From an optimization exercise on the open Yosys and OpenROAD flow, aimed at small area; shortcuts taken in it are not production practice. The RTL was checked by simulation tests, not by an equivalence proof against the original design. Power and IR drop assume default switching activity.

## PingPong
module PingPong (
  input logic rst,
  input logic clk,
  input logic [31:0] dimensions,
  input logic [31:0] ballPosition,
  input logic [31:0] ballVelocity,
  input logic [31:0] leftPaddlePosition,
  input logic [31:0] rightPaddlePosition,
  output logic [15:0] scoreOut,
  output logic [31:0] leftPaddlePositionOut,
  output logic [31:0] rightPaddlePositionOut,
  output logic [31:0] ballPositionOut,
  output logic [31:0] ballVelocityOut
);
Settings: LEC_CHECK=0, CAP_MARGIN=20, CORE_MARGIN=2, CORE_UTILIZATION=40, SLEW_MARGIN=20; clock period 10.0 ns.
standard.sh (not shown) runs the stock make flow with config.mk's settings and CLKGATE_MAP_FILE= SYNTH_SCRIPT=/design/flow/synth_recipe.tcl, a recipe that flattens the netlist after the stock synthesis.
==> flow/flow/run.sh <==
#!/bin/bash
# Own layout flow: the standard ORFS flow with
#  - synthesis: full adders only (half adders on the don't-use list) and an
#    area-oriented abc script; registers are the standard synthesis's
#  - port buffers of the smallest buffer cell
#  - a clock tree of small buffers without dummy loads
set -euo pipefail
W=$(pwd)
export MY_WORK=$W
export MY_ABC_SCRIPT=$W/flow/abc_area.script
PLATFORM_DU="sky130_fd_sc_hd__probe_p_8 sky130_fd_sc_hd__probec_p_8 sky130_fd_sc_hd__lpflow_bleeder_1 sky130_fd_sc_hd__lpflow_clkbufkapwr_1 sky130_fd_sc_hd__lpflow_clkbufkapwr_16 sky130_fd_sc_hd__lpflow_clkbufkapwr_2 sky130_fd_sc_hd__lpflow_clkbufkapwr_4 sky130_fd_sc_hd__lpflow_clkbufkapwr_8 sky130_fd_sc_hd__lpflow_clkinvkapwr_1 sky130_fd_sc_hd__lpflow_clkinvkapwr_16 sky130_fd_sc_hd__lpflow_clkinvkapwr_2 sky130_fd_sc_hd__lpflow_clkinvkapwr_4 sky130_fd_sc_hd__lpflow_clkinvkapwr_8 sky130_fd_sc_hd__lpflow_decapkapwr_12 sky130_fd_sc_hd__lpflow_decapkapwr_3 sky130_fd_sc_hd__lpflow_decapkapwr_4 sky130_fd_sc_hd__lpflow_decapkapwr_6 sky130_fd_sc_hd__lpflow_decapkapwr_8 sky130_fd_sc_hd__lpflow_inputiso0n_1 sky130_fd_sc_hd__lpflow_inputiso0p_1 sky130_fd_sc_hd__lpflow_inputiso1n_1 sky130_fd_sc_hd__lpflow_inputiso1p_1 sky130_fd_sc_hd__lpflow_inputisolatch_1 sky130_fd_sc_hd__lpflow_isobufsrc_1 sky130_fd_sc_hd__lpflow_isobufsrc_16 sky130_fd_sc_hd__lpflow_isobufsrc_2 sky130_fd_sc_hd__lpflow_isobufsrc_4 sky130_fd_sc_hd__lpflow_isobufsrc_8 sky130_fd_sc_hd__lpflow_isobufsrckapwr_16 sky130_fd_sc_hd__lpflow_lsbuf_lh_hl_isowell_tap_1 sky130_fd_sc_hd__lpflow_lsbuf_lh_hl_isowell_tap_2 sky130_fd_sc_hd__lpflow_lsbuf_lh_hl_isowell_tap_4 sky130_fd_sc_hd__lpflow_lsbuf_lh_isowell_4 sky130_fd_sc_hd__lpflow_lsbuf_lh_isowell_tap_1 sky130_fd_sc_hd__lpflow_lsbuf_lh_isowell_tap_2 sky130_fd_sc_hd__lpflow_lsbuf_lh_isowell_tap_4"
DU="$PLATFORM_DU sky130_fd_sc_hd__ha_1 sky130_fd_sc_hd__ha_2 sky130_fd_sc_hd__ha_4"
CTS="-sink_clustering_enable -repair_clock_nets -dont_use_dummy_load -buf_list sky130_fd_sc_hd__clkbuf_4 -sink_clustering_size 24 -sink_clustering_max_diameter 60"
make -C "$FLOW_HOME" DESIGN_CONFIG="$W/config.mk" WORK_HOME="$W/orfs" CLKGATE_MAP_FILE= \
  SYNTH_SCRIPT="$W/flow/synth.tcl" "DONT_USE_CELLS=$DU" \
  "BUFFER_PORTS_ARGS=-buffer_cell sky130_fd_sc_hd__buf_1" "CTS_ARGS=$CTS" \
  finish > "$W/make.log" 2>&1
R=$W/orfs/results/sky130hd/PingPong/base
: # left out here: write the final layout as DEF
Other scripts of this flow, unchanged in this note and not shown: flow/flow/abc_area.script, flow/flow/synth.tcl
The starting point completed with no timing, DRC or antenna violations.
Rerun with:
CAP_MARGIN = 0   (was 20)
CORE_UTILIZATION = 60   (was 40)
SLEW_MARGIN = 0   (was 20)
Power decreases by 0.52%.
First-iteration DRC count increases by 45%.
Worst setup slack loses 220 ps.
Via count increases by 0.49%.
Synthesized area stays the same.
Core utilization increases by 24 points.
Combinational power barely changes.
Final cell count decreases by 6.1%.
Die area decreases by 32%.

-- what the ideal ports hide --
The flow's constraints put no driver on any port. The routed layouts listed below were extracted and timed again, unchanged, in two steps.
Step 1 sets driving cells, clkbuf_16 on the clock port and buf_2 on the other inputs (assumed; they add their load-dependent delay and slew).
Step 2 times the ports against the registers' clock, not the clock port: input delays grow and output delays shrink by t, the midpoint of the rising clock arrivals with the driver on.
a / b / c = no drivers / after step 1 / after step 2; a / b = the first two.
run	shift t [ns]	slack for setup (ns)	worst data-port slew with drivers (ns)	cell pins on the clock port's net
the first run	0.540	0.740 / 0.703 / 0.206	0.09	1
the second run	0.562	0.516 / 0.533 / -0.029	0.07	1
With both steps, setup timing fails in the second run, where it was met with ideal ports. For the second run, which loses most, drivers alone change the setup slack by +0.017 ns; drivers and shift together by -0.545 ns.
